What follows belongs to an exercise in optimizing a design on an open flow for small area; a production flow would make more cautious choices.
Only simulation tests tie the RTL to the original design; equivalence was not proved.
No activity file was given, so power comes from the tool's default toggle rates.

[flow/config.mk]
export PLATFORM = sky130hd
export DESIGN_NAME = interface_vga
export DESIGN_NICKNAME = interface_vga
export VERILOG_FILES = /design/flow/design.v
export SDC_FILE = /design/flow/constraint.sdc
export NUM_CORES = 4
export LEC_CHECK = 0
export CAP_MARGIN = 20
export CORE_MARGIN = 2
export CORE_UTILIZATION = 40
export SLEW_MARGIN = 20
[flow/constraint.sdc]
create_clock -name core_clock -period 20.0 [get_ports {clk}]
set_input_delay 4.0000 -clock core_clock [delete_from_list [all_inputs] [get_ports {clk}]]
set_output_delay 4.0000 -clock core_clock [all_outputs]
set_load 0.01 [all_outputs]
[flow/design.v]
module desenha_objeto (
	input wire [9:0] xCol, xPos,
	input wire [8:0] yRow, yPos,
	output wire desenho
);
	wire [10:0] cx; wire [9:0] sx;
	wire [9:0]  cy; wire [8:0] sy;
	assign cx[0] = 1'b0;
	assign cy[0] = 1'b0;
	genvar i;
	generate
		for (i = 0; i < 10; i = i + 1) begin : gx
			assign {cx[i+1], sx[i]} = xCol[i] + !xPos[i] + cx[i];
		end
		for (i = 0; i < 9; i = i + 1) begin : gy
			assign {cy[i+1], sy[i]} = yRow[i] + !yPos[i] + cy[i];
		end
	endgenerate
	wire dx = cx[10] && (sx[9:5] == 5'd0) && !(sx[4] && sx[3] && sx[2] && (sx[1] || sx[0]));
	wire dy = cy[9]  && (sy[8:5] == 4'd0) && !(sy[4] && sy[3] && sy[2] && (sy[1] || sy[0]));
	assign desenho = dx && dy;
endmodule
module desenha_obstaculo (input [9:0] xCol, input [9:0] yRow, output obstaculo, output h_sync, output v_sync, output disp_ena);
  wire n_new_n25, n_new_n26, n_new_n27, n_new_n28, n_new_n29, n_new_n30, n_new_n31, n_new_n32, n_new_n33, n_new_n34, n_new_n35, n_new_n36;
  wire n_new_n37, n_new_n38, n_new_n39, n_new_n40, n_new_n41, n_new_n42, n_new_n43, n_new_n44, n_new_n45, n_new_n46, n_new_n47, n_new_n48;
  wire n_new_n49, n_new_n50, n_new_n51, n_new_n52, n_new_n53, n_new_n54, n_new_n55, n_new_n56, n_new_n57, n_new_n58, n_new_n59, n_new_n60;
  wire n_new_n61, n_new_n62, n_new_n63, n_new_n64, n_new_n65, n_new_n66, n_new_n67, n_new_n68, n_new_n69, n_new_n70, n_new_n71, n_new_n72;
  wire n_new_n73, n_new_n74, n_new_n75, n_new_n76, n_new_n77, n_new_n78, n_new_n79, n_new_n80, n_new_n81, n_new_n82, n_new_n83, n_new_n84;
  wire n_new_n85, n_new_n86, n_new_n87, n_new_n88, n_new_n89, n_new_n90, n_new_n91, n_new_n92, n_new_n93, n_new_n94, n_new_n95, n_new_n96;
  wire n_new_n97, n_new_n98, n_new_n99, n_new_n100, n_new_n101, n_new_n102, n_new_n103, n_new_n104, n_new_n105, n_new_n106, n_new_n107, n_new_n108;
  wire n_new_n109, n_new_n110, n_new_n111, n_new_n112, n_new_n113, n_new_n114, n_new_n115, n_new_n116, n_new_n117, n_new_n118, n_new_n119, n_new_n120;
  wire n_new_n121, n_new_n122, n_new_n123, n_new_n124, n_new_n125, n_new_n126, n_new_n127, n_new_n128, n_new_n129, n_new_n130, n_new_n131, n_new_n132;
  wire n_new_n133, n_new_n134, n_new_n135, n_new_n136, n_new_n137, n_new_n138, n_new_n139, n_new_n140, n_new_n141, n_new_n142, n_new_n143, n_new_n144;
  wire n_new_n146, n_new_n147, n_new_n148, n_new_n149, n_new_n150, n_new_n151, n_new_n153, n_new_n154, n_new_n155, n_new_n156, n_new_n157;
  assign n_new_n25 = xCol[1] & xCol[2];
  assign n_new_n26 = xCol[3] & n_new_n25;
  assign n_new_n27 = xCol[4] & xCol[6];
  assign n_new_n28 = xCol[5] & n_new_n27;
  assign n_new_n29 = xCol[7] & xCol[8];
  assign n_new_n30 = n_new_n28 & n_new_n29;
  assign n_new_n31 = n_new_n26 & n_new_n30;
  assign n_new_n32 = yRow[1] & yRow[2];
  assign n_new_n33 = ~yRow[3] & ~yRow[4];
  assign n_new_n34 = ~yRow[5] & n_new_n33;
  assign n_new_n35 = ~n_new_n32 & n_new_n34;
  assign n_new_n36 = ~yRow[6] & n_new_n35;
  assign n_new_n37 = yRow[7] & ~n_new_n36;
  assign n_new_n38 = xCol[5] & xCol[6];
  assign n_new_n39 = ~xCol[0] & ~xCol[1];
  assign n_new_n40 = xCol[2] & ~n_new_n39;
  assign n_new_n41 = ~xCol[3] & ~n_new_n40;
  assign n_new_n42 = n_new_n38 & ~n_new_n41;
  assign n_new_n43 = ~xCol[7] & ~xCol[8];
  assign n_new_n44 = ~n_new_n42 & n_new_n43;
  assign n_new_n45 = ~n_new_n28 & n_new_n44;
  assign n_new_n46 = ~yRow[0] & ~yRow[1];
  assign n_new_n47 = yRow[2] & ~n_new_n46;
  assign n_new_n48 = yRow[3] & yRow[4];
  assign n_new_n49 = yRow[5] & yRow[6];
  assign n_new_n50 = n_new_n48 & n_new_n49;
  assign n_new_n51 = n_new_n47 & n_new_n50;
  assign n_new_n52 = ~yRow[7] & ~n_new_n51;
  assign n_new_n53 = ~n_new_n45 & ~n_new_n52;
  assign n_new_n54 = ~yRow[7] & ~n_new_n49;
  assign n_new_n55 = yRow[3] & n_new_n32;
  assign n_new_n56 = yRow[4] & yRow[6];
  assign n_new_n57 = n_new_n55 & n_new_n56;
  assign n_new_n58 = n_new_n54 & ~n_new_n57;
  assign n_new_n59 = n_new_n30 & ~n_new_n41;
  assign n_new_n60 = ~n_new_n58 & n_new_n59;
  assign n_new_n61 = ~n_new_n53 & ~n_new_n60;
  assign n_new_n62 = ~n_new_n37 & ~n_new_n61;
  assign n_new_n63 = ~yRow[3] & ~n_new_n47;
  assign n_new_n64 = n_new_n56 & ~n_new_n63;
  assign n_new_n65 = xCol[3] & xCol[4];
  assign n_new_n66 = ~xCol[5] & ~xCol[6];
  assign n_new_n67 = ~xCol[7] & n_new_n66;
  assign n_new_n68 = ~n_new_n65 & n_new_n67;
  assign n_new_n69 = ~n_new_n64 & ~n_new_n68;
  assign n_new_n70 = xCol[0] & n_new_n26;
  assign n_new_n71 = ~xCol[4] & ~xCol[5];
  assign n_new_n72 = ~xCol[6] & n_new_n71;
  assign n_new_n73 = ~xCol[7] & n_new_n72;
  assign n_new_n74 = ~n_new_n70 & n_new_n73;
  assign n_new_n75 = xCol[8] & ~n_new_n74;
  assign n_new_n76 = n_new_n58 & n_new_n75;
  assign n_new_n77 = ~n_new_n69 & n_new_n76;
  assign n_new_n78 = ~n_new_n62 & ~n_new_n77;
  assign n_new_n79 = ~n_new_n31 & ~n_new_n78;
  assign n_new_n80 = n_new_n26 & n_new_n27;
  assign n_new_n81 = ~xCol[7] & ~n_new_n38;
  assign n_new_n82 = ~n_new_n80 & n_new_n81;
  assign n_new_n83 = xCol[8] & ~n_new_n82;
  assign n_new_n84 = ~xCol[9] & ~n_new_n83;
  assign n_new_n85 = n_new_n61 & n_new_n84;
  assign n_new_n86 = yRow[6] & yRow[7];
  assign n_new_n87 = xCol[6] & ~n_new_n86;
  assign n_new_n88 = ~n_new_n41 & n_new_n87;
  assign n_new_n89 = n_new_n44 & n_new_n88;
  assign n_new_n90 = ~yRow[1] & ~yRow[2];
  assign n_new_n91 = n_new_n86 & n_new_n90;
  assign n_new_n92 = n_new_n35 & n_new_n91;
  assign n_new_n93 = ~yRow[6] & ~n_new_n48;
  assign n_new_n94 = ~yRow[5] & ~yRow[7];
  assign n_new_n95 = n_new_n93 & n_new_n94;
  assign n_new_n96 = ~yRow[2] & n_new_n46;
  assign n_new_n97 = yRow[5] & yRow[7];
  assign n_new_n98 = ~yRow[6] & n_new_n48;
  assign n_new_n99 = n_new_n97 & n_new_n98;
  assign n_new_n100 = ~n_new_n96 & n_new_n99;
  assign n_new_n101 = ~n_new_n95 & ~n_new_n100;
  assign n_new_n102 = ~n_new_n92 & n_new_n101;
  assign n_new_n103 = ~n_new_n89 & n_new_n102;
  assign n_new_n104 = yRow[0] & n_new_n55;
  assign n_new_n105 = ~yRow[4] & ~n_new_n104;
  assign n_new_n106 = ~n_new_n101 & n_new_n105;
  assign n_new_n107 = ~n_new_n103 & ~n_new_n106;
  assign n_new_n108 = ~n_new_n85 & n_new_n107;
  assign n_new_n109 = ~n_new_n79 & ~n_new_n108;
  assign n_new_n110 = yRow[8] & ~n_new_n109;
  assign n_new_n111 = yRow[2] & yRow[4];
  assign n_new_n112 = n_new_n93 & ~n_new_n111;
  assign n_new_n113 = ~n_new_n75 & ~n_new_n112;
  assign n_new_n114 = xCol[8] & ~n_new_n68;
  assign n_new_n115 = ~yRow[0] & ~yRow[2];
  assign n_new_n116 = yRow[3] & ~n_new_n90;
  assign n_new_n117 = ~n_new_n115 & n_new_n116;
  assign n_new_n118 = ~yRow[4] & ~n_new_n117;
  assign n_new_n119 = n_new_n97 & ~n_new_n118;
  assign n_new_n120 = ~n_new_n86 & ~n_new_n119;
  assign n_new_n121 = ~n_new_n114 & ~n_new_n120;
  assign n_new_n122 = ~n_new_n113 & n_new_n121;
  assign n_new_n123 = ~yRow[4] & ~yRow[7];
  assign n_new_n124 = ~yRow[8] & n_new_n123;
  assign n_new_n125 = ~n_new_n55 & n_new_n124;
  assign n_new_n126 = ~n_new_n63 & n_new_n125;
  assign n_new_n127 = ~n_new_n83 & n_new_n126;
  assign n_new_n128 = n_new_n27 & ~n_new_n41;
  assign n_new_n129 = ~n_new_n125 & n_new_n128;
  assign n_new_n130 = n_new_n82 & n_new_n129;
  assign n_new_n131 = ~n_new_n127 & ~n_new_n130;
  assign n_new_n132 = ~n_new_n122 & n_new_n131;
  assign n_new_n133 = yRow[8] & n_new_n101;
  assign n_new_n134 = ~n_new_n45 & ~n_new_n133;
  assign n_new_n135 = ~n_new_n132 & n_new_n134;
  assign n_new_n136 = ~n_new_n110 & ~n_new_n135;
  assign n_new_n137 = ~n_new_n26 & n_new_n71;
  assign n_new_n138 = xCol[6] & xCol[9];
  assign n_new_n139 = ~n_new_n137 & n_new_n138;
  assign n_new_n140 = ~yRow[8] & n_new_n54;
  assign n_new_n141 = xCol[9] & ~n_new_n43;
  assign n_new_n142 = ~yRow[9] & ~n_new_n141;
  assign n_new_n143 = ~n_new_n140 & n_new_n142;
  assign n_new_n144 = ~n_new_n139 & n_new_n143;
  assign obstaculo = ~n_new_n136 & n_new_n144;
  assign n_new_n146 = ~xCol[2] & ~xCol[3];
  assign n_new_n147 = n_new_n39 & n_new_n146;
  assign n_new_n148 = n_new_n28 & ~n_new_n147;
  assign n_new_n149 = xCol[7] & ~xCol[8];
  assign n_new_n150 = xCol[9] & n_new_n149;
  assign n_new_n151 = ~n_new_n72 & n_new_n150;
  assign h_sync = ~(~n_new_n148 & n_new_n151);
  assign n_new_n153 = ~yRow[4] & ~yRow[9];
  assign n_new_n154 = ~n_new_n47 & n_new_n153;
  assign n_new_n155 = yRow[5] & yRow[8];
  assign n_new_n156 = n_new_n86 & n_new_n155;
  assign n_new_n157 = n_new_n116 & n_new_n156;
  assign v_sync = ~(n_new_n154 & n_new_n157);
  assign disp_ena = n_new_n142 & ~n_new_n156;
endmodule
module colide_objeto (input [9:0] xPos, input [8:0] yPos, output [3:0] col);
  wire n_new_n24, n_new_n25, n_new_n26, n_new_n27, n_new_n28, n_new_n29, n_new_n30, n_new_n31, n_new_n32, n_new_n33, n_new_n34, n_new_n35;
  wire n_new_n36, n_new_n37, n_new_n38, n_new_n39, n_new_n40, n_new_n41, n_new_n42, n_new_n43, n_new_n44, n_new_n45, n_new_n46, n_new_n47;
  wire n_new_n48, n_new_n49, n_new_n50, n_new_n51, n_new_n52, n_new_n53, n_new_n54, n_new_n55, n_new_n56, n_new_n57, n_new_n58, n_new_n59;
  wire n_new_n60, n_new_n61, n_new_n62, n_new_n63, n_new_n64, n_new_n65, n_new_n66, n_new_n67, n_new_n68, n_new_n69, n_new_n70, n_new_n71;
  wire n_new_n72, n_new_n73, n_new_n74, n_new_n75, n_new_n76, n_new_n77, n_new_n78, n_new_n79, n_new_n80, n_new_n81, n_new_n82, n_new_n83;
  wire n_new_n84, n_new_n85, n_new_n86, n_new_n87, n_new_n88, n_new_n89, n_new_n90, n_new_n91, n_new_n92, n_new_n93, n_new_n94, n_new_n95;
  wire n_new_n96, n_new_n97, n_new_n98, n_new_n99, n_new_n100, n_new_n101, n_new_n102, n_new_n103, n_new_n104, n_new_n105, n_new_n106, n_new_n107;
  wire n_new_n108, n_new_n109, n_new_n110, n_new_n111, n_new_n112, n_new_n113, n_new_n114, n_new_n115, n_new_n116, n_new_n117, n_new_n118, n_new_n119;
  wire n_new_n120, n_new_n121, n_new_n122, n_new_n123, n_new_n124, n_new_n125, n_new_n126, n_new_n127, n_new_n128, n_new_n129, n_new_n130, n_new_n131;
  wire n_new_n132, n_new_n133, n_new_n134, n_new_n135, n_new_n136, n_new_n137, n_new_n138, n_new_n139, n_new_n140, n_new_n141, n_new_n142, n_new_n143;
  wire n_new_n144, n_new_n145, n_new_n146, n_new_n147, n_new_n148, n_new_n149, n_new_n150, n_new_n151, n_new_n152, n_new_n153, n_new_n154, n_new_n155;
  wire n_new_n156, n_new_n157, n_new_n158, n_new_n159, n_new_n160, n_new_n161, n_new_n162, n_new_n163, n_new_n164, n_new_n165, n_new_n166, n_new_n167;
  wire n_new_n168, n_new_n169, n_new_n170, n_new_n171, n_new_n172, n_new_n173, n_new_n174, n_new_n175, n_new_n176, n_new_n177, n_new_n178, n_new_n179;
  wire n_new_n180, n_new_n181, n_new_n182, n_new_n183, n_new_n184, n_new_n185, n_new_n186, n_new_n187, n_new_n188, n_new_n189, n_new_n190, n_new_n191;
  wire n_new_n192, n_new_n193, n_new_n194, n_new_n195, n_new_n196, n_new_n197, n_new_n198, n_new_n199, n_new_n200, n_new_n201, n_new_n202, n_new_n203;
  wire n_new_n204, n_new_n205, n_new_n206, n_new_n207, n_new_n208, n_new_n209, n_new_n210, n_new_n211, n_new_n212, n_new_n213, n_new_n214, n_new_n215;
  wire n_new_n216, n_new_n217, n_new_n218, n_new_n220, n_new_n221, n_new_n222, n_new_n223, n_new_n224, n_new_n225, n_new_n226, n_new_n227, n_new_n228;
  wire n_new_n229, n_new_n230, n_new_n231, n_new_n232, n_new_n233, n_new_n234, n_new_n235, n_new_n236, n_new_n237, n_new_n238, n_new_n239, n_new_n240;
  wire n_new_n241, n_new_n242, n_new_n243, n_new_n244, n_new_n245, n_new_n246, n_new_n247, n_new_n248, n_new_n249, n_new_n250, n_new_n251, n_new_n252;
  wire n_new_n253, n_new_n254, n_new_n256, n_new_n257, n_new_n258, n_new_n259, n_new_n260, n_new_n261, n_new_n262, n_new_n263, n_new_n264, n_new_n265;
  wire n_new_n266, n_new_n267, n_new_n268, n_new_n269, n_new_n270, n_new_n271, n_new_n272, n_new_n273, n_new_n274, n_new_n275, n_new_n276, n_new_n277;
  wire n_new_n278, n_new_n279, n_new_n280, n_new_n282, n_new_n283, n_new_n284, n_new_n285, n_new_n286, n_new_n287;
  assign n_new_n24 = ~yPos[5] & ~yPos[7];
  assign n_new_n25 = yPos[3] & yPos[4];
  assign n_new_n26 = n_new_n24 & ~n_new_n25;
  assign n_new_n27 = ~yPos[6] & n_new_n26;
  assign n_new_n28 = yPos[8] & ~n_new_n27;
  assign n_new_n29 = xPos[0] & xPos[1];
  assign n_new_n30 = xPos[2] & n_new_n29;
  assign n_new_n31 = ~xPos[3] & ~n_new_n30;
  assign n_new_n32 = xPos[5] & ~n_new_n31;
  assign n_new_n33 = ~xPos[5] & ~xPos[6];
  assign n_new_n34 = ~xPos[2] & ~n_new_n29;
  assign n_new_n35 = xPos[3] & ~n_new_n34;
  assign n_new_n36 = ~xPos[6] & ~n_new_n35;
  assign n_new_n37 = ~xPos[4] & n_new_n36;
  assign n_new_n38 = ~n_new_n33 & ~n_new_n37;
  assign n_new_n39 = ~n_new_n32 & ~n_new_n38;
  assign n_new_n40 = xPos[5] & xPos[6];
  assign n_new_n41 = ~xPos[7] & ~n_new_n40;
  assign n_new_n42 = ~xPos[8] & n_new_n41;
  assign n_new_n43 = xPos[1] & xPos[2];
  assign n_new_n44 = xPos[3] & xPos[6];
  assign n_new_n45 = n_new_n43 & n_new_n44;
  assign n_new_n46 = xPos[4] & xPos[6];
  assign n_new_n47 = ~n_new_n45 & ~n_new_n46;
  assign n_new_n48 = n_new_n42 & n_new_n47;
  assign n_new_n49 = xPos[9] & n_new_n48;
  assign n_new_n50 = ~n_new_n39 & n_new_n49;
  assign n_new_n51 = n_new_n28 & n_new_n50;
  assign n_new_n52 = xPos[9] & ~n_new_n48;
  assign n_new_n53 = yPos[1] & yPos[2];
  assign n_new_n54 = yPos[3] & n_new_n53;
  assign n_new_n55 = yPos[4] & yPos[5];
  assign n_new_n56 = n_new_n54 & n_new_n55;
  assign n_new_n57 = ~yPos[6] & ~n_new_n56;
  assign n_new_n58 = yPos[4] & yPos[6];
  assign n_new_n59 = yPos[7] & ~n_new_n58;
  assign n_new_n60 = ~n_new_n57 & n_new_n59;
  assign n_new_n61 = ~n_new_n52 & n_new_n60;
  assign n_new_n62 = ~n_new_n51 & ~n_new_n61;
  assign n_new_n63 = xPos[8] & ~n_new_n41;
  assign n_new_n64 = ~xPos[9] & ~n_new_n63;
  assign n_new_n65 = xPos[4] & xPos[8];
  assign n_new_n66 = n_new_n45 & n_new_n65;
  assign n_new_n67 = n_new_n64 & ~n_new_n66;
  assign n_new_n68 = ~yPos[6] & ~yPos[7];
  assign n_new_n69 = yPos[0] & n_new_n53;
  assign n_new_n70 = n_new_n24 & ~n_new_n69;
  assign n_new_n71 = ~yPos[4] & ~yPos[5];
  assign n_new_n72 = ~yPos[3] & n_new_n71;
  assign n_new_n73 = n_new_n70 & n_new_n72;
  assign n_new_n74 = ~n_new_n68 & ~n_new_n73;
  assign n_new_n75 = n_new_n67 & n_new_n74;
  assign n_new_n76 = ~yPos[2] & ~yPos[3];
  assign n_new_n77 = ~yPos[0] & ~yPos[1];
  assign n_new_n78 = n_new_n76 & n_new_n77;
  assign n_new_n79 = yPos[4] & ~n_new_n78;
  assign n_new_n80 = yPos[5] & yPos[6];
  assign n_new_n81 = yPos[7] & n_new_n80;
  assign n_new_n82 = n_new_n79 & n_new_n81;
  assign n_new_n83 = ~yPos[8] & ~n_new_n82;
  assign n_new_n84 = ~n_new_n75 & n_new_n83;
  assign n_new_n85 = xPos[6] & ~n_new_n31;
  assign n_new_n86 = n_new_n48 & ~n_new_n85;
  assign n_new_n87 = ~yPos[7] & ~yPos[8];
  assign n_new_n88 = ~yPos[4] & ~n_new_n54;
  assign n_new_n89 = yPos[5] & ~n_new_n88;
  assign n_new_n90 = n_new_n87 & ~n_new_n89;
  assign n_new_n91 = ~n_new_n86 & n_new_n90;
  assign n_new_n92 = xPos[4] & n_new_n32;
  assign n_new_n93 = ~xPos[6] & ~n_new_n92;
  assign n_new_n94 = xPos[8] & ~n_new_n93;
  assign n_new_n95 = ~n_new_n28 & n_new_n94;
  assign n_new_n96 = ~n_new_n91 & ~n_new_n95;
  assign n_new_n97 = yPos[7] & yPos[8];
  assign n_new_n98 = ~yPos[5] & ~yPos[6];
  assign n_new_n99 = yPos[0] & yPos[1];
  assign n_new_n100 = ~yPos[2] & ~n_new_n99;
  assign n_new_n101 = n_new_n25 & ~n_new_n100;
  assign n_new_n102 = n_new_n98 & ~n_new_n101;
  assign n_new_n103 = n_new_n97 & ~n_new_n102;
  assign n_new_n104 = ~yPos[1] & ~yPos[2];
  assign n_new_n105 = n_new_n72 & n_new_n104;
  assign n_new_n106 = yPos[6] & ~n_new_n105;
  assign n_new_n107 = n_new_n103 & ~n_new_n106;
  assign n_new_n108 = n_new_n28 & ~n_new_n107;
  assign n_new_n109 = ~xPos[1] & ~xPos[2];
  assign n_new_n110 = n_new_n44 & ~n_new_n109;
  assign n_new_n111 = n_new_n65 & n_new_n110;
  assign n_new_n112 = n_new_n64 & ~n_new_n111;
  assign n_new_n113 = ~n_new_n108 & ~n_new_n112;
  assign n_new_n114 = n_new_n96 & ~n_new_n113;
  assign n_new_n115 = ~n_new_n84 & ~n_new_n114;
  assign n_new_n116 = n_new_n83 & n_new_n94;
  assign n_new_n117 = ~n_new_n36 & n_new_n116;
  assign n_new_n118 = n_new_n115 & ~n_new_n117;
  assign n_new_n119 = ~yPos[6] & ~yPos[8];
  assign n_new_n120 = n_new_n55 & ~n_new_n76;
  assign n_new_n121 = n_new_n119 & ~n_new_n120;
  assign n_new_n122 = ~n_new_n86 & n_new_n121;
  assign n_new_n123 = n_new_n24 & ~n_new_n53;
  assign n_new_n124 = yPos[8] & ~n_new_n68;
  assign n_new_n125 = ~n_new_n26 & n_new_n124;
  assign n_new_n126 = ~n_new_n123 & n_new_n125;
  assign n_new_n127 = xPos[5] & xPos[7];
  assign n_new_n128 = n_new_n46 & n_new_n127;
  assign n_new_n129 = ~xPos[2] & ~xPos[3];
  assign n_new_n130 = ~xPos[0] & ~xPos[1];
  assign n_new_n131 = n_new_n129 & n_new_n130;
  assign n_new_n132 = n_new_n128 & ~n_new_n131;
  assign n_new_n133 = ~xPos[8] & ~n_new_n132;
  assign n_new_n134 = ~n_new_n126 & ~n_new_n133;
  assign n_new_n135 = ~n_new_n122 & ~n_new_n134;
  assign n_new_n136 = yPos[2] & ~n_new_n77;
  assign n_new_n137 = yPos[3] & n_new_n136;
  assign n_new_n138 = n_new_n71 & ~n_new_n137;
  assign n_new_n139 = n_new_n119 & n_new_n138;
  assign n_new_n140 = ~yPos[3] & ~n_new_n69;
  assign n_new_n141 = n_new_n55 & ~n_new_n140;
  assign n_new_n142 = ~yPos[6] & ~n_new_n141;
  assign n_new_n143 = yPos[8] & ~n_new_n142;
  assign n_new_n144 = xPos[2] & ~n_new_n130;
  assign n_new_n145 = ~xPos[3] & ~n_new_n144;
  assign n_new_n146 = n_new_n128 & ~n_new_n145;
  assign n_new_n147 = ~xPos[8] & ~n_new_n87;
  assign n_new_n148 = ~n_new_n146 & n_new_n147;
  assign n_new_n149 = ~n_new_n143 & ~n_new_n148;
  assign n_new_n150 = ~n_new_n139 & ~n_new_n149;
  assign n_new_n151 = ~n_new_n135 & ~n_new_n150;
  assign n_new_n152 = ~yPos[6] & ~n_new_n53;
  assign n_new_n153 = n_new_n72 & n_new_n152;
  assign n_new_n154 = yPos[7] & ~n_new_n153;
  assign n_new_n155 = n_new_n108 & n_new_n154;
  assign n_new_n156 = ~n_new_n31 & n_new_n46;
  assign n_new_n157 = ~n_new_n40 & ~n_new_n156;
  assign n_new_n158 = xPos[7] & xPos[8];
  assign n_new_n159 = ~n_new_n157 & n_new_n158;
  assign n_new_n160 = ~n_new_n70 & n_new_n125;
  assign n_new_n161 = ~n_new_n86 & n_new_n160;
  assign n_new_n162 = ~n_new_n159 & ~n_new_n161;
  assign n_new_n163 = n_new_n135 & n_new_n162;
  assign n_new_n164 = ~xPos[5] & ~n_new_n35;
  assign n_new_n165 = n_new_n159 & ~n_new_n164;
  assign n_new_n166 = ~n_new_n163 & ~n_new_n165;
  assign n_new_n167 = ~n_new_n155 & n_new_n166;
  assign n_new_n168 = ~n_new_n151 & n_new_n167;
  assign n_new_n169 = ~xPos[9] & ~n_new_n86;
  assign n_new_n170 = xPos[9] & n_new_n86;
  assign n_new_n171 = ~n_new_n169 & ~n_new_n170;
  assign n_new_n172 = n_new_n103 & ~n_new_n171;
  assign n_new_n173 = n_new_n50 & ~n_new_n83;
  assign n_new_n174 = ~n_new_n172 & ~n_new_n173;
  assign n_new_n175 = ~n_new_n69 & n_new_n98;
  assign n_new_n176 = n_new_n103 & ~n_new_n175;
  assign n_new_n177 = ~n_new_n174 & ~n_new_n176;
  assign n_new_n178 = ~n_new_n168 & ~n_new_n177;
  assign n_new_n179 = ~n_new_n118 & n_new_n178;
  assign n_new_n180 = ~n_new_n62 & ~n_new_n179;
  assign n_new_n181 = n_new_n78 & n_new_n139;
  assign n_new_n182 = ~n_new_n52 & n_new_n113;
  assign n_new_n183 = yPos[2] & yPos[4];
  assign n_new_n184 = yPos[8] & n_new_n183;
  assign n_new_n185 = n_new_n182 & n_new_n184;
  assign n_new_n186 = ~n_new_n181 & ~n_new_n185;
  assign n_new_n187 = ~yPos[7] & ~n_new_n186;
  assign n_new_n188 = yPos[3] & ~n_new_n104;
  assign n_new_n189 = ~yPos[4] & ~n_new_n188;
  assign n_new_n190 = n_new_n80 & ~n_new_n189;
  assign n_new_n191 = n_new_n87 & ~n_new_n190;
  assign n_new_n192 = n_new_n67 & ~n_new_n191;
  assign n_new_n193 = ~n_new_n96 & n_new_n192;
  assign n_new_n194 = ~n_new_n154 & n_new_n159;
  assign n_new_n195 = n_new_n135 & ~n_new_n194;
  assign n_new_n196 = n_new_n111 & n_new_n127;
  assign n_new_n197 = n_new_n43 & n_new_n196;
  assign n_new_n198 = ~xPos[9] & ~n_new_n197;
  assign n_new_n199 = n_new_n125 & n_new_n198;
  assign n_new_n200 = n_new_n24 & n_new_n104;
  assign n_new_n201 = n_new_n199 & ~n_new_n200;
  assign n_new_n202 = ~xPos[7] & n_new_n33;
  assign n_new_n203 = xPos[8] & ~n_new_n202;
  assign n_new_n204 = xPos[3] & n_new_n65;
  assign n_new_n205 = ~n_new_n87 & ~n_new_n204;
  assign n_new_n206 = ~n_new_n203 & n_new_n205;
  assign n_new_n207 = ~xPos[9] & n_new_n206;
  assign n_new_n208 = ~n_new_n55 & n_new_n119;
  assign n_new_n209 = n_new_n207 & ~n_new_n208;
  assign n_new_n210 = ~n_new_n201 & ~n_new_n209;
  assign n_new_n211 = ~n_new_n195 & ~n_new_n210;
  assign n_new_n212 = n_new_n97 & ~n_new_n104;
  assign n_new_n213 = n_new_n153 & n_new_n212;
  assign n_new_n214 = ~n_new_n196 & n_new_n213;
  assign n_new_n215 = n_new_n169 & n_new_n214;
  assign n_new_n216 = ~n_new_n211 & ~n_new_n215;
  assign n_new_n217 = ~n_new_n193 & n_new_n216;
  assign n_new_n218 = ~n_new_n187 & n_new_n217;
  assign col[0] = ~(~n_new_n180 & n_new_n218);
  assign n_new_n220 = ~yPos[3] & ~n_new_n136;
  assign n_new_n221 = n_new_n190 & n_new_n220;
  assign n_new_n222 = ~n_new_n52 & n_new_n221;
  assign n_new_n223 = ~n_new_n116 & ~n_new_n222;
  assign n_new_n224 = n_new_n115 & ~n_new_n223;
  assign n_new_n225 = ~n_new_n143 & ~n_new_n206;
  assign n_new_n226 = ~n_new_n139 & n_new_n198;
  assign n_new_n227 = ~n_new_n225 & n_new_n226;
  assign n_new_n228 = yPos[3] & ~n_new_n100;
  assign n_new_n229 = ~yPos[6] & ~n_new_n228;
  assign n_new_n230 = n_new_n143 & ~n_new_n229;
  assign n_new_n231 = ~n_new_n133 & n_new_n162;
  assign n_new_n232 = ~n_new_n230 & n_new_n231;
  assign n_new_n233 = ~yPos[3] & n_new_n100;
  assign n_new_n234 = ~yPos[4] & n_new_n233;
  assign n_new_n235 = n_new_n80 & ~n_new_n234;
  assign n_new_n236 = ~yPos[7] & ~n_new_n235;
  assign n_new_n237 = ~n_new_n162 & n_new_n236;
  assign n_new_n238 = ~n_new_n232 & ~n_new_n237;
  assign n_new_n239 = n_new_n227 & ~n_new_n238;
  assign n_new_n240 = n_new_n72 & n_new_n100;
  assign n_new_n241 = yPos[6] & n_new_n97;
  assign n_new_n242 = ~n_new_n240 & n_new_n241;
  assign n_new_n243 = n_new_n121 & ~n_new_n138;
  assign n_new_n244 = n_new_n207 & n_new_n243;
  assign n_new_n245 = n_new_n87 & ~n_new_n228;
  assign n_new_n246 = ~n_new_n233 & n_new_n245;
  assign n_new_n247 = n_new_n75 & n_new_n246;
  assign n_new_n248 = ~n_new_n244 & ~n_new_n247;
  assign n_new_n249 = ~yPos[5] & ~n_new_n79;
  assign n_new_n250 = ~n_new_n86 & n_new_n249;
  assign n_new_n251 = ~n_new_n248 & n_new_n250;
  assign n_new_n252 = ~n_new_n242 & ~n_new_n251;
  assign n_new_n253 = ~n_new_n177 & n_new_n252;
  assign n_new_n254 = ~n_new_n239 & n_new_n253;
  assign col[1] = ~(~n_new_n224 & n_new_n254);
  assign n_new_n256 = n_new_n70 & ~n_new_n196;
  assign n_new_n257 = ~n_new_n154 & ~n_new_n256;
  assign n_new_n258 = n_new_n199 & n_new_n257;
  assign n_new_n259 = ~n_new_n90 & ~n_new_n107;
  assign n_new_n260 = n_new_n75 & ~n_new_n259;
  assign n_new_n261 = ~n_new_n244 & ~n_new_n260;
  assign n_new_n262 = ~n_new_n258 & n_new_n261;
  assign n_new_n263 = n_new_n110 & n_new_n262;
  assign n_new_n264 = n_new_n177 & n_new_n263;
  assign n_new_n265 = ~xPos[4] & ~xPos[7];
  assign n_new_n266 = ~xPos[8] & n_new_n265;
  assign n_new_n267 = ~n_new_n110 & n_new_n266;
  assign n_new_n268 = ~n_new_n42 & ~n_new_n267;
  assign n_new_n269 = ~n_new_n262 & n_new_n268;
  assign n_new_n270 = ~n_new_n84 & n_new_n182;
  assign n_new_n271 = n_new_n65 & ~n_new_n129;
  assign n_new_n272 = ~n_new_n203 & ~n_new_n271;
  assign n_new_n273 = ~n_new_n126 & ~n_new_n272;
  assign n_new_n274 = n_new_n227 & n_new_n273;
  assign n_new_n275 = ~xPos[9] & n_new_n33;
  assign n_new_n276 = n_new_n131 & n_new_n275;
  assign n_new_n277 = n_new_n266 & n_new_n276;
  assign n_new_n278 = ~n_new_n274 & ~n_new_n277;
  assign n_new_n279 = ~n_new_n270 & n_new_n278;
  assign n_new_n280 = ~n_new_n269 & n_new_n279;
  assign col[2] = ~(~n_new_n264 & n_new_n280);
  assign n_new_n282 = xPos[9] & n_new_n38;
  assign n_new_n283 = ~n_new_n179 & ~n_new_n282;
  assign n_new_n284 = ~n_new_n29 & n_new_n129;
  assign n_new_n285 = n_new_n266 & n_new_n284;
  assign n_new_n286 = xPos[9] & ~n_new_n42;
  assign n_new_n287 = ~n_new_n285 & n_new_n286;
  assign col[3] = ~(~n_new_n283 & ~n_new_n287);
endmodule
module interface_vga (
	input wire        clk,
	input wire        reset_n,
	input wire [3:0]  KEY,
	output wire [7:0] red, green, blue,
	output wire       h_sync, v_sync,
	output wire       n_sync, n_blank
);
	reg [9:0] hc, vc;
	wire hwrap = hc[9] & hc[8] & (&hc[4:0]);    
	wire vwrap = vc[9] & vc[3] & vc[2];         
	always @(posedge clk)
		if (!reset_n) begin
			hc <= 10'd799;
			vc <= 10'd524;
		end else begin
			hc <= hwrap ? 10'd0 : hc + 10'd1;
			if (hwrap) vc <= vwrap ? 10'd0 : vc + 10'd1;
		end
	wire wall, disp;
	assign n_blank = 1'b1;
	assign n_sync = 1'b0;
	desenha_obstaculo obstaculos (.xCol(hc), .yRow(vc), .obstaculo(wall), .h_sync(h_sync), .v_sync(v_sync), .disp_ena(disp));
	reg [14:0] lf;
	wire tick = ~|(lf & 15'h3777);
	always @(posedge clk)
		if (!reset_n) lf <= 15'h7c23;
		else if (tick) lf <= 15'h5c9b;
		else lf <= {lf[13:0], lf[14] ^ lf[13]};
	reg [9:0] X;
	reg [8:0] Y;
	wire max_x, min_x, max_y, min_y;
	colide_objeto limites (.xPos(X), .yPos(Y), .col({max_x, min_x, max_y, min_y}));
	always @(posedge clk)
		if (!reset_n) begin
			X <= 10'd100;
			Y <= 9'd20;
		end else if (tick) begin
			if (!KEY[1] && !min_x) X <= X - 10'd1;
			else if (!KEY[0] && !max_x) X <= X + 10'd1;
			if (!KEY[3] && !max_y) Y <= Y + 9'd1;
			else if (!KEY[2] && !min_y) Y <= Y - 9'd1;
		end
	wire sq;
	desenha_objeto quadrado (.xCol(hc), .xPos(X), .yRow(vc[8:0]), .yPos(Y), .desenho(sq));
	wire r = disp & (sq | wall);
	wire g = disp & ~sq & wall;
	wire b = disp & ~sq & ~wall;
	assign red = {8{r}};
	assign green = {8{g}};
	assign blue = {8{b}};
endmodule
[flow/run.sh]
#!/bin/bash
# synth_recipe.tcl (not shown) runs the flow's synth.tcl, then flattens the netlist and writes it again
# the make line also repeats each setting of config.mk as NAME=value (left out here)
make -C /OpenROAD-flow-scripts/flow DESIGN_CONFIG=/design/flow/config.mk WORK_HOME=/design/flow/orfs CLKGATE_MAP_FILE= SYNTH_SCRIPT=/design/flow/synth_recipe.tcl finish
==> results of run 1 <==
## sequential cells by signal, summed over array words and instances, names as in the netlist
signal / flops
X: 10
hc: 10
lf: 15
vc: 10
Y: 9
## worst max-delay path: cells and delay by family (launching register included)
kind	cells	cell delay (ns)
AOI/OAI and AO/OA	1	0.30
and+or+nand+nor	4	0.73
DFF	1	0.40
buffers and inverters	4	0.86
adders and majority gates	10	3.44
## area by class of cell
cell class	count	area share, %
tap	172	3.89
clock inverter	3	0.520
sequential	54	19.5
timing repair buffer	33	5.88
inverter	39	2.65
clock buffer	5	2.26
multi-input combinational	510	65.2
## synthesized netlist by cell type, types with 8 or more instances
library cell	number
a21o_1	9
a21oi_1	39
and3_1	10
buf_2	14
buf_4	26
clkbuf_1	28
dfxtp_1	54
fa_1	19
ha_1	23
inv_1	38
mux2i_1	8
nand2_1	60
nand3_1	30
nand4_1	15
nor2_1	52
nor3_1	16
nor4_1	10
o211ai_1	12
o21a_1	11
o21ai_0	32
or3_1	9
xnor2_1	16
## per-layer routing
| layer | vias to the layer above | global-route usage (%) | wire (um) |
|---|---|---|---|
| met5 | - | 0 | 0 |
| met4 | 0 | 4.02 | 192 |
| met3 | 19 | 2.85 | 655 |
| met2 | 145 | 31.8 | 6420 |
| met1 | 2370 | 29.0 | 6930 |
| li1 | 2389 | - | - |
## worst max path at each step
stage                     start      to  slack, ns  depth (start not counted)
final                      X[0]  red[4]       9.97                         19
after global routing       X[0]  red[4]       9.59                         19
after CTS                  X[0]  red[4]       9.93                         19
after detailed placement   X[0]  red[4]      10.29                         19
after global placement     X[0]  red[7]      10.42                         19
after floorplan            X[0]  red[0]      11.09                         20
## power by group
| group | internal, mW | total, mW | switching [mW] |
|---|---|---|---|
| clock | 0.0481 | 0.0923 | 0.0442 |
| combinational | 0.0504 | 0.117 | 0.0662 |
| sequential | 0.119 | 0.145 | 0.0257 |
| total | 0.217 | 0.354 | 0.136 |
## kinds of logic (layout without fill, tap and decap cells)
kind of cell,count (synthesis),count (layout)
AND/OR/NAND/NOR,236,236
AO/OA/AOI/OAI,199,199
buffers and inverters,112,80
flip-flops,54,54
adder cells (fa/ha/maj),42,42
XOR/XNOR,21,21
multiplexers,10,10
other,2,2
==> results.sh, run 1 <==
export IMPL_finClkSkew_ns=0.00294
export IMPL_worstPathMaxFanout=9
export IMPL_initial_utilization_pct=41.2
export IMPL_areaGrowthSynthToFinish_pct=5.54
export IMPL_final_core_utilization_pct=43.5
export IMPL_end_kind="output pin"
export IMPL_synth_top_area_share_pct=20.6
export IMPL_ys_seq_area_share_pct=20.6
export IMPL_cap_violations=0
export IMPL_multi_input_area_sq_mm=0.00361
export IMPL_core_area_sq_mm=0.0127
export IMPL_r2r_slack_ns=14.99
export IMPL_hold_path_end="lf[12]"
export IMPL_wire_per_inst_um=17.4
export IMPL_ff2ff_path_depth=18
export IMPL_yosysWarnings=1
export IMPL_syn_nets=724
export IMPL_synth_ff_type="dfxtp_1"
export IMPL_status="complete, no violations"
export IMPL_cts_max_level=2
export IMPL_critical_path_cell_chain="inv_1 > ha_1 > fa_1 > inv_1 > fa_1 > fa_1 > fa_1 > fa_1 > fa_1 > fa_1 > fa_1 > inv_1 > fa_1 > nand4bb_1 > nor2_1 > nand4_1 > nor3_1 > o21ba_2 > clkdlybuf4s50_1"
export IMPL_antenna_found_initial=0
export IMPL_first_global_vias=4505
export IMPL_place_area_sq_mm=0.00538
export IMPL_hold_viol=0
export IMPL_synth_largest_area_cell="dfxtp_1"
export IMPL_postSynthCellCount=676
export IMPL_slowest_delay_ns=0.56
export IMPL_place_inst=808
export IMPL_drt_pass1_iterations=5
export IMPL_critPathKind="reg2out"
export IMPL_grt_setup_unrepaired="false"
export IMPL_p_leak_nw=2.10
export IMPL_vdd_ir_drop_max_uv=43.9
export IMPL_place_gp_congestion=0.899
export IMPL_vias_per_cell=6.03
export IMPL_synthSimpleGateAreaFrac_pct=22.6
export IMPL_synth_xor_area_share_pct=3.51
export IMPL_drt_iter0_markers=404
export IMPL_place_ws_ns=10.29
export IMPL_min_path_type="reg2reg"
export IMPL_holdWs_ns=0.412
export IMPL_seqCellArea_sq_mm=0.00108
export IMPL_hold_depth=1
export IMPL_cts_setup_buffers=0
export IMPL_numCtsBuffers=5
export IMPL_slowest_stage="clkdlybuf4s50_1"
export IMPL_drive_gt1_share_pct=5.12
export IMPL_synth_seq_cells=54
export IMPL_insertedDiodeCount=0
export IMPL_die_width_um=118
export IMPL_row_count=41
export IMPL_hold_buffers=0
export IMPL_synth_edff_count=0
export IMPL_fmax_ghz=0.0997
export IMPL_die_h_um=118
export IMPL_fill_cells=1343
export IMPL_instances_no_fill=816
export IMPL_numPortBuffers=31
export IMPL_finalSetupTns_ns=0
export IMPL_min_period_over_period_pct=50.1
export IMPL_place_hpwl_um=10200
export IMPL_finalWorstPathRequiredPeriod_ns=10.03
export IMPL_nNetsFinal=691
export IMPL_cts_tree="done"
export IMPL_async_reset_ff_share_pct=0
export IMPL_vias=4923
export IMPL_critical_path_required_ns=16.00
export IMPL_cts_root_to_sink_buffers=2
export IMPL_drt_wl_total_um=14200
export IMPL_setup_violations=0
export IMPL_fin_area_sq_mm=0.00553
export IMPL_synth_top_family_by_area="compound AO/OA/AOI/OAI gates"
export IMPL_ioPinCount=34
export IMPL_grt_pass1_wl_um=23200
export IMPL_critical_path_top_cell_by_count="fa_1"
export IMPL_synth_cell_type_count=89
export IMPL_grt_overflow_total=0
export IMPL_cts_resized=0
export IMPL_slew_viol_final=0
export IMPL_drcViolationCount=0
export IMPL_rr_startpoint="X[2]"
export IMPL_cts_sinks=54
export IMPL_synth_fa_ha_area_share_pct=12.8
export IMPL_synth_area_sq_mm=0.00524
export IMPL_synthTopCellsByArea="dfxtp_1, fa_1, ha_1"
export IMPL_grt_max_degree=43
export IMPL_finalPower_mw=0.354
export IMPL_startpoint_type="flop"
export IMPL_dieArea_sq_mm=0.0140
export IMPL_clkTransAtPathRegs_ns=0.08
export IMPL_regToRegEndpoint="X[9]"
export IMPL_track_usage_pct=20.1
export IMPL_power_density_mw_per_mm2=63.9
export IMPL_slew_limit_headroom_pct=46.4
export IMPL_clock_tree_root_cell="clkbuf_16"
export IMPL_avgSynthCellArea_sq_um=7.75
export IMPL_clock_latency_ns=0.30
export IMPL_detail_route_antenna_nets=0
export IMPL_synth_area_mux_share_pct=2.03
export IMPL_critPathArrivalTime_ns=6.03
export IMPL_setup_slack_ns=9.97
export IMPL_layout_cells_most_common="nand2_1"
export IMPL_min_from="lf[11]"
export IMPL_worstMarginPinSlew_ns=0.803
export IMPL_synth_compound_area_share_pct=27.8
export IMPL_layout_common_cells="nand2_1, dfxtp_1, nor2_1"
==> run 2: changes to the inputs <==
==> flow/flow/run.sh (new file) <==
#!/bin/bash
# Own layout flow: the standard flow, except that
#  - the combinational logic of the standard synthesis is mapped again for area with ABC
#    (flip-flops, adder cells and tie cells are kept as the standard synthesis made them),
#  - ports are buffered with sky130_fd_sc_hd__buf_1,
#  - the clock tree uses small clock buffers and no dummy loads.
# Every tool writes its full output to a log file in this folder.
set -euo pipefail
W=$PWD
F=$W/flow
P=${FLOW_PLATFORM:-sky130hd}
R=$W/orfs/results/$P/interface_vga/base
L=$W/orfs/logs/$P/interface_vga/base
LIB=$FLOW_HOME/platforms/$P/lib/sky130_fd_sc_hd__tt_025C_1v80.lib

bash standard.sh synth > $W/log_std_synth.txt 2>&1
cp $R/1_2_yosys.v $W/std_1_2_yosys.v

export REOPT_LIB=$LIB REOPT_IN=$W/std_1_2_yosys.v REOPT_TOP=${FLOW_TOP:-interface_vga}
export REOPT_DONTUSE="$(grep -o -- '-dont_use [^ ]*' $L/1_2_yosys.log | sort -u | tr '\n' ' ')"
export REOPT_SCRIPT=$F/area.script REOPT_STAT=$W/reopt_stat.txt REOPT_OUT=$W/reopt_1_2_yosys.v
if yosys -c $F/reopt.tcl > $W/log_reopt.txt 2>&1 &&
   python3 $F/check_regs.py $W/std_1_2_yosys.v $W/reopt_1_2_yosys.v > $W/log_check_regs.txt 2>&1; then
  cp $W/reopt_1_2_yosys.v $R/1_2_yosys.v
else
  echo "re-mapping failed or changed registers: keeping the standard synthesis" >> $W/log_check_regs.txt
fi
touch $R/1_2_yosys.v

export BUFFER_PORTS_ARGS="-buffer_cell sky130_fd_sc_hd__buf_1"
export CTS_ARGS="-sink_clustering_enable -repair_clock_nets -dont_use_dummy_load -buf_list sky130_fd_sc_hd__clkbuf_8"
bash standard.sh finish > $W/log_std_finish.txt 2>&1
==> flow/flow/area.script (new file) <==
strash
&get -n
&deepsyn -T 60
&put
dch
amap
topo
==> flow/flow/check_regs.py (new file) <==
#!/usr/bin/env python3
"""check_regs.py A.v B.v: exit 0 when both netlists hold the same flip-flops (instance name and
cell type) and the same adder and tie cells are not required to match."""
import re, sys
def regs(path):
    s = open(path).read()
    out = {}
    for t, n in re.findall(r'^\s*(sky130_fd_sc_hd__\w+)\s+(\S+(?: \S+)?)\s*\(', s, re.M):
        if re.search(r'__(df|ed|sdf|dl)', t):
            out[n.strip()] = t
    return out
a, b = regs(sys.argv[1]), regs(sys.argv[2])
if a != b or not a:
    print('register mismatch:', len(a), len(b), sorted(set(a.items()) ^ set(b.items()))[:10])
    sys.exit(1)
print('registers match:', len(a))
==> flow/flow/reopt.tcl (new file) <==
# Re-map the combinational logic of the standard synthesis for area.
# Registers, adder cells and tie cells stay as they are.
yosys -import
set lib $::env(REOPT_LIB)
read_liberty -ignore_miss_func $lib
# keep sequential cells, adder cells and tie cells as opaque cells
blackbox sky130_fd_sc_hd__df* sky130_fd_sc_hd__ed* sky130_fd_sc_hd__sdf* sky130_fd_sc_hd__dl* sky130_fd_sc_hd__fa_* sky130_fd_sc_hd__ha_* sky130_fd_sc_hd__conb_*
read_verilog $::env(REOPT_IN)
hierarchy -top $::env(REOPT_TOP)
flatten
opt_clean -purge
stat
abc -liberty $lib {*}$::env(REOPT_DONTUSE) -script $::env(REOPT_SCRIPT)
opt_clean -purge
hilomap -singleton -hicell sky130_fd_sc_hd__conb_1 HI -locell sky130_fd_sc_hd__conb_1 LO
insbuf -buf sky130_fd_sc_hd__buf_1 A X
splitnets
opt_clean -purge
tee -o $::env(REOPT_STAT) stat -liberty $lib
write_verilog -noattr -noexpr -nohex -nodec $::env(REOPT_OUT)
==> flow/standard.sh (new file) <==
#!/bin/bash
# synth_recipe.tcl (not shown) runs the flow's synth.tcl, then flattens the netlist and writes it again
# the make line also repeats each setting of config.mk as NAME=value (left out here)
make -C /OpenROAD-flow-scripts/flow DESIGN_CONFIG=/design/flow/config.mk WORK_HOME=/design/flow/orfs CLKGATE_MAP_FILE= SYNTH_SCRIPT=/design/flow/synth_recipe.tcl "${@:-finish}"
removed: flow/run.sh
==> results.sh, run 2 <==
export IMPL_grt_overflow_total=0
export IMPL_synth_area_sq_mm=0.00429
export IMPL_finalWorstPathRequiredPeriod_ns=9.46
export IMPL_die_width_um=108
export IMPL_critPathKind="reg2out"
export IMPL_grt_max_degree=20
export IMPL_min_period_over_period_pct=47.3
export IMPL_finalPower_mw=0.320
export IMPL_postSynthCellCount=605
export IMPL_track_usage_pct=21.4
export IMPL_core_area_sq_mm=0.0104
export IMPL_cts_sinks=54
export IMPL_grt_pass1_wl_um=19900
export IMPL_grt_setup_unrepaired="false"
export IMPL_cts_resized=0
export IMPL_vias=4283
export IMPL_row_count=37
export IMPL_finClkSkew_ns=0.0158
export IMPL_areaGrowthSynthToFinish_pct=6.79
export IMPL_syn_nets=653
export IMPL_clkTransAtPathRegs_ns=0.10
export IMPL_numPortBuffers=31
export IMPL_regMostFlops="lf"
export IMPL_cts_tree="done"
export IMPL_detail_route_antenna_nets=0
export IMPL_die_h_um=108
export IMPL_vias_per_cell=5.65
export IMPL_drt_iter0_markers=202
export IMPL_setup_violations=0
export IMPL_largest_reg_flops=15
export IMPL_hold_buffers=0
export IMPL_drt_wl_total_um=11900
export IMPL_slew_viol_final=0
export IMPL_drcViolationCount=0
export IMPL_dieArea_sq_mm=0.0116
export IMPL_critical_path_required_ns=16.00
export IMPL_yosysWarnings=1
export IMPL_layout_common_cells="nor2_1, clkinv_1, dfxtp_1"
export IMPL_power_density_mw_per_mm2=69.9
export IMPL_final_core_utilization_pct=44.2
export IMPL_avgSynthCellArea_sq_um=7.09
export IMPL_insertedDiodeCount=0
export IMPL_finalSetupTns_ns=0
export IMPL_clock_latency_ns=0.31
export IMPL_cap_violations=0
export IMPL_cts_root_to_sink_buffers=2
export IMPL_drive_gt1_share_pct=1.13
export IMPL_wire_per_inst_um=15.7
export IMPL_place_gp_congestion=0.937
export IMPL_cts_setup_buffers=0
export IMPL_layout_cells_most_common="nor2_1"
export IMPL_clock_tree_root_cell="clkbuf_8"
export IMPL_nNetsFinal=672
export IMPL_min_path_type="reg2reg"
export IMPL_vdd_ir_drop_max_uv=67.1
export IMPL_numCtsBuffers=5
export IMPL_worstMarginPinSlew_ns=0.783
export IMPL_p_leak_nw=1.66
export IMPL_first_global_vias=4214
export IMPL_critPathArrivalTime_ns=5.46
export IMPL_drt_pass1_iterations=4
export IMPL_ioPinCount=34
export IMPL_cts_max_level=2
export IMPL_place_hpwl_um=9600
export IMPL_initial_utilization_pct=41.4
export IMPL_status="complete, no violations"
export IMPL_slew_limit_headroom_pct=47.1
export IMPL_hold_viol=0
export IMPL_antenna_found_initial=0
export IMPL_end_kind="output pin"
export IMPL_startpoint_type="flop"
export IMPL_worstPathMaxFanout=9
export IMPL_fmax_ghz=0.106
run 2: per-stage QoR:
stage	hold slack, ns	instance area, sq um	setup slack (ns)	cells
global placement	0.399	4510	11.08	753
CTS	0.425	4580	10.54	758
finish	0.417	4580	10.54	758
floorplan	0.384	4290	11.14	605
detailed placement	0.404	4510	10.88	753
global route	0.438	4580	10.26	758
run 2: worst paths after layout:
check	cells past startpoint	start	end	slack [ns]
setup / recovery	18	X[0]	red[0]	10.54
hold / removal	1	lf[11]	lf[12]	0.42
setup reg to reg	23	Y[1]	Y[8]	14.01
hold reg to reg	1	lf[11]	lf[12]	0.42
run 2: critical path, stage by stage (launching register included):
cell,delay (ns)
dfxtp_1,0.36
clkinv_1,0.13
ha_1,0.18
fa_1,0.17
clkinv_1,0.07
fa_1,0.39
fa_1,0.40
fa_1,0.41
fa_1,0.40
fa_1,0.39
fa_1,0.40
fa_1,0.39
clkinv_1,0.07
fa_1,0.40
nor2_1,0.11
a41o_1,0.21
nor2b_1,0.13
nor2_1,0.34
buf_1,0.21
run 2: power by group:
| part | internal [mW] | switching [mW] | leakage [nW] |
|---|---|---|---|
| clock network | 0.0227 | 0.0343 | 0.0359 |
| registers | 0.120 | 0.0162 | 0.441 |
| logic | 0.0451 | 0.0822 | 1.18 |
run 2: layout make-up:
class / instances / area [sq um]
timing repair buffer: 33 / 131
fill: 1104 / 5790
inverter: 79 / 297
tap: 136 / 170
clock buffer: 5 / 68.8
sequential: 54 / 1080
multi-input combinational: 451 / 2840
run 2: layer usage:
layer	part of all wire, %	up-vias	global-route usage (%)	routed length [um]
met5	0	-	0	0
met4	2.4	0	6.78	289
met3	4.1	28	3.69	486
met2	45	119	33.8	5390
met1	48	1978	29.6	5740
li1	-	2158	-	-
==> run 3: changes to the inputs <==
--- a/flow/design.v
+++ b/flow/design.v
@@ -491,13 +491,28 @@
 	wire max_x, min_x, max_y, min_y;
 	colide_objeto limites (.xPos(X), .yPos(Y), .col({max_x, min_x, max_y, min_y}));
+	wire dec_x = !KEY[1] && !min_x;                        
+	wire en_x  = tick && (dec_x || (!KEY[0] && !max_x));
+	wire inc_y = !KEY[3] && !max_y;                        
+	wire en_y  = tick && (inc_y || (!KEY[2] && !min_y));
+	wire [10:0] tx;
+	wire [9:0]  ty;
+	assign tx[0] = en_x;
+	assign ty[0] = en_y;
+	genvar i;
+	generate
+		for (i = 0; i < 10; i = i + 1) begin : gtx
+			assign tx[i+1] = tx[i] & (X[i] ^ dec_x);
+		end
+		for (i = 0; i < 9; i = i + 1) begin : gty
+			assign ty[i+1] = ty[i] & (Y[i] ^ !inc_y);
+		end
+	endgenerate
 	always @(posedge clk)
 		if (!reset_n) begin
 			X <= 10'd100;
 			Y <= 9'd20;
-		end else if (tick) begin
-			if (!KEY[1] && !min_x) X <= X - 10'd1;
-			else if (!KEY[0] && !max_x) X <= X + 10'd1;
-			if (!KEY[3] && !max_y) Y <= Y + 9'd1;
-			else if (!KEY[2] && !min_y) Y <= Y - 9'd1;
+		end else begin
+			X <= X ^ tx[9:0];
+			Y <= Y ^ ty[8:0];
 		end
 	wire sq;
--- a/flow/flow/run.sh
+++ b/flow/flow/run.sh
@@ -2,5 +2,6 @@
 # Own layout flow: the standard flow, except that
 #  - the combinational logic of the standard synthesis is mapped again for area with ABC
-#    (flip-flops, adder cells and tie cells are kept as the standard synthesis made them),
+#    (flip-flops and tie cells are kept as the standard synthesis made them); the result is
+#    used only when it keeps every register and Yosys proves it equivalent to the original,
 #  - ports are buffered with sky130_fd_sc_hd__buf_1,
 #  - the clock tree uses small clock buffers and no dummy loads.
@@ -21,8 +22,9 @@
 export REOPT_SCRIPT=$F/area.script REOPT_STAT=$W/reopt_stat.txt REOPT_OUT=$W/reopt_1_2_yosys.v
 if yosys -c $F/reopt.tcl > $W/log_reopt.txt 2>&1 &&
-   python3 $F/check_regs.py $W/std_1_2_yosys.v $W/reopt_1_2_yosys.v > $W/log_check_regs.txt 2>&1; then
+   python3 $F/check_regs.py $W/std_1_2_yosys.v $W/reopt_1_2_yosys.v > $W/log_check_regs.txt 2>&1 &&
+   EQ_GOLD=$W/std_1_2_yosys.v EQ_GATE=$W/reopt_1_2_yosys.v yosys -c $F/equiv.tcl > $W/log_equiv.txt 2>&1; then
   cp $W/reopt_1_2_yosys.v $R/1_2_yosys.v
 else
-  echo "re-mapping failed or changed registers: keeping the standard synthesis" >> $W/log_check_regs.txt
+  echo "re-mapping failed, changed registers or was not proven equivalent: keeping the standard synthesis" >> $W/log_check_regs.txt
 fi
 touch $R/1_2_yosys.v
==> flow/flow/equiv.tcl (new file) <==
# Prove that the re-mapped netlist does what the standard synthesis does (same registers).
yosys -import
set lib $::env(REOPT_LIB)
read_liberty -ignore_miss_func -overwrite $lib
read_verilog $::env(EQ_GOLD)
yosys rename $::env(REOPT_TOP) gold
read_verilog $::env(EQ_GATE)
yosys rename $::env(REOPT_TOP) gate
hierarchy -check
flatten gold gate
opt_clean
equiv_make gold gate equiv
hierarchy -top equiv
equiv_simple -seq 2
equiv_induct -seq 2
equiv_status -assert
--- a/flow/flow/reopt.tcl
+++ b/flow/flow/reopt.tcl
@@ -1,9 +1,9 @@
 # Re-map the combinational logic of the standard synthesis for area.
-# Registers, adder cells and tie cells stay as they are.
+# Registers and tie cells stay as they are.
 yosys -import
 set lib $::env(REOPT_LIB)
 read_liberty -ignore_miss_func $lib
-# keep sequential cells, adder cells and tie cells as opaque cells
-blackbox sky130_fd_sc_hd__df* sky130_fd_sc_hd__ed* sky130_fd_sc_hd__sdf* sky130_fd_sc_hd__dl* sky130_fd_sc_hd__fa_* sky130_fd_sc_hd__ha_* sky130_fd_sc_hd__conb_*
+# keep sequential cells and tie cells as opaque cells
+blackbox sky130_fd_sc_hd__df* sky130_fd_sc_hd__ed* sky130_fd_sc_hd__sdf* sky130_fd_sc_hd__dl* sky130_fd_sc_hd__conb_*
 read_verilog $::env(REOPT_IN)
 hierarchy -top $::env(REOPT_TOP)
==> results.sh, run 3 <==
export IMPL_status="complete, no violations"
export IMPL_slew_viol_final=0
export IMPL_critPathArrivalTime_ns=3.59
export IMPL_track_usage_pct=23.3
export IMPL_postSynthCellCount=600
export IMPL_grt_max_degree=30
export IMPL_end_kind="output pin"
export IMPL_cap_violations=0
export IMPL_clock_tree_root_cell="clkbuf_8"
export IMPL_critPathKind="reg2out"
export IMPL_fill_cells=1001
export IMPL_cts_setup_buffers=0
export IMPL_worstMarginPinSlew_ns=0.757
export IMPL_ioPinCount=34
export IMPL_multi_input_area_sq_mm=0.00235
export IMPL_numPortBuffers=31
export IMPL_startpoint_type="flop"
export IMPL_place_hpwl_um=8990
export IMPL_power_density_mw_per_mm2=53.6
export IMPL_drt_met1_wl_um=5760
export IMPL_syn_nets=606
export IMPL_clock_latency_ns=0.31
export IMPL_layout_cells_most_common="nor2_1"
export IMPL_insertedDiodeCount=0
export IMPL_place_gp_congestion=0.917
export IMPL_drt_iter0_markers=312
export IMPL_worstPathMaxFanout=10
export IMPL_avgSynthCellArea_sq_um=6.27
export IMPL_min_from="lf[11]"
export IMPL_setup_slack_ns=12.41
export IMPL_hold_buffers=0
export IMPL_areaGrowthSynthToFinish_pct=6.91
export IMPL_die_width_um=101
export IMPL_wire_per_inst_um=15.9
export IMPL_min_path_type="reg2reg"
export IMPL_detail_route_antenna_nets=0
export IMPL_fmax_ghz=0.132
export IMPL_cts_resized=0
export IMPL_die_h_um=101
export IMPL_clkTransAtPathRegs_ns=0.09
export IMPL_cts_sinks=54
export IMPL_cts_max_level=2
export IMPL_regMostFlops="lf"
export IMPL_critical_path_required_ns=16.00
export IMPL_grt_pass1_wl_um=19200
export IMPL_antenna_found_initial=0
export IMPL_rr_startpoint="X[1]"
export IMPL_holdWs_ns=0.422
export IMPL_drt_pass1_iterations=5
export IMPL_drt_wl_total_um=11600
export IMPL_drive_gt1_share_pct=1.13
export IMPL_min_period_over_period_pct=38.0
export IMPL_drcViolationCount=0
export IMPL_wl_met2_um=5040
export IMPL_synth_area_sq_mm=0.00376
export IMPL_first_global_vias=3781
export IMPL_final_core_utilization_pct=43.8
export IMPL_place_ws_ns=12.78
export IMPL_yosysWarnings=1
export IMPL_vdd_ir_drop_max_uv=29.5
export IMPL_cts_tree="done"
export IMPL_numCtsBuffers=5
export IMPL_initial_utilization_pct=40.9
export IMPL_hold_viol=0
export IMPL_setup_violations=0
export IMPL_vias=4316
export IMPL_wl_met3_um=638
export IMPL_vias_per_cell=5.93
export IMPL_grt_overflow_total=0
export IMPL_p_leak_nw=1.34
export IMPL_layout_common_cells="nor2_1, clkinv_1, dfxtp_1"
export IMPL_dieArea_sq_mm=0.0102
export IMPL_finClkSkew_ns=0.0152
export IMPL_top_layer="met4"
export IMPL_grt_setup_unrepaired="false"
export IMPL_cts_root_to_sink_buffers=2
export IMPL_largest_reg_flops=15
export IMPL_row_count=35
export IMPL_core_area_sq_mm=0.00920
export IMPL_finalSetupTns_ns=0
export IMPL_crit_start="Y[5]"
export IMPL_nNetsFinal=625
export IMPL_seqCellArea_sq_mm=0.00108
export IMPL_slew_limit_headroom_pct=48.2
export IMPL_finalWorstPathRequiredPeriod_ns=7.59
==> run 3: final timing paths <==
kind	endpoint	slack [ns]	depth (start not counted)
worst max-delay path	red[5]	12.41	11
worst min-delay path	lf[12]	0.42	1
worst max register to register	Y[6]	14.97	21
worst min register to register	lf[12]	0.42	1
==> run 3: per-layer routing <==
layer	vias up	GRT usage, %
li1	2155	-
met1	2016	34.2
met2	131	35.5
met3	14	3.81
met4	0	5.51
met5	-	0
==> run 3: worst max-delay path, stage by stage (launching register included) <==
cell and delay, ns:
dfxtp_1 0.53, clkinv_1 0.37, nor2_1 0.23, nor2_1 0.08
nor2_1 0.10, nor2_1 0.05, nor4b_1 0.38, o311ai_0 0.22
a2111oi_0 0.68, nor2b_1 0.12, nor2_1 0.34, buf_1 0.20
==> run 3: power breakdown <==
group	leakage, nW	internal [mW]	total, mW	switching, mW
combinational	0.858	0.0130	0.0385	0.0255
sequential	0.441	0.113	0.119	0.00619
clock	0.0359	0.0228	0.0582	0.0354
total	1.34	0.149	0.216	0.0671
==> run 3: stage by stage <==
| stage | std cells | total power, mW | cell area, sq um |
|---|---|---|---|
| CTS | 728 | 0.217 | 4020 |
| global route | 728 | 0.228 | 4020 |
| floorplan | 600 | 0.148 | 3760 |
| global placement | 723 | 0.159 | 3960 |
| finish | 728 | 0.216 | 4020 |
| detailed placement | 723 | 0.159 | 3960 |
==> run 3: final cells by class <==
type                       instances  area share [%]
multi-input combinational        457            58.4
sequential                        54            26.9
inverter                          68            6.34
tap                              111            3.45
timing repair buffer              33            3.26
clock buffer                       5            1.71

## what the ideal ports hide
How much do the figures lean on ideal ports? The routed layouts below were timed once more, with nothing changed but the port constraints.
Step 1 sets driving cells, clkbuf_16 on the clock port and buf_2 on the other inputs (assumed; they add their load-dependent delay and slew).
Step 2 moves the port delays by t, midway between the first and last clock arrival at a register: inputs arrive t later, outputs are due t later. That takes back most of the time a late clock gives input paths.
a / b / c = ideal ports / drivers / drivers and shift; a / b = the first two.
run | t (ns) | slack for setup (ns) | clock arrival spread, ns | slew at the worst register clock pin (ns) | cell pins on the clock port's net
run 1 | 0.338 | 9.972 / 9.932 / 10.269 | 0.004 / 0.005 | 0.08 / 0.08 | 1
run 2 | 0.337 | 10.545 / 10.510 / 10.847 | 0.018 / 0.018 | 0.10 / 0.10 | 1
run 3 | 0.338 | 12.409 / 12.377 / 12.715 | 0.015 / 0.015 | 0.10 / 0.10 | 1
After both steps setup and hold are still met in every run listed.
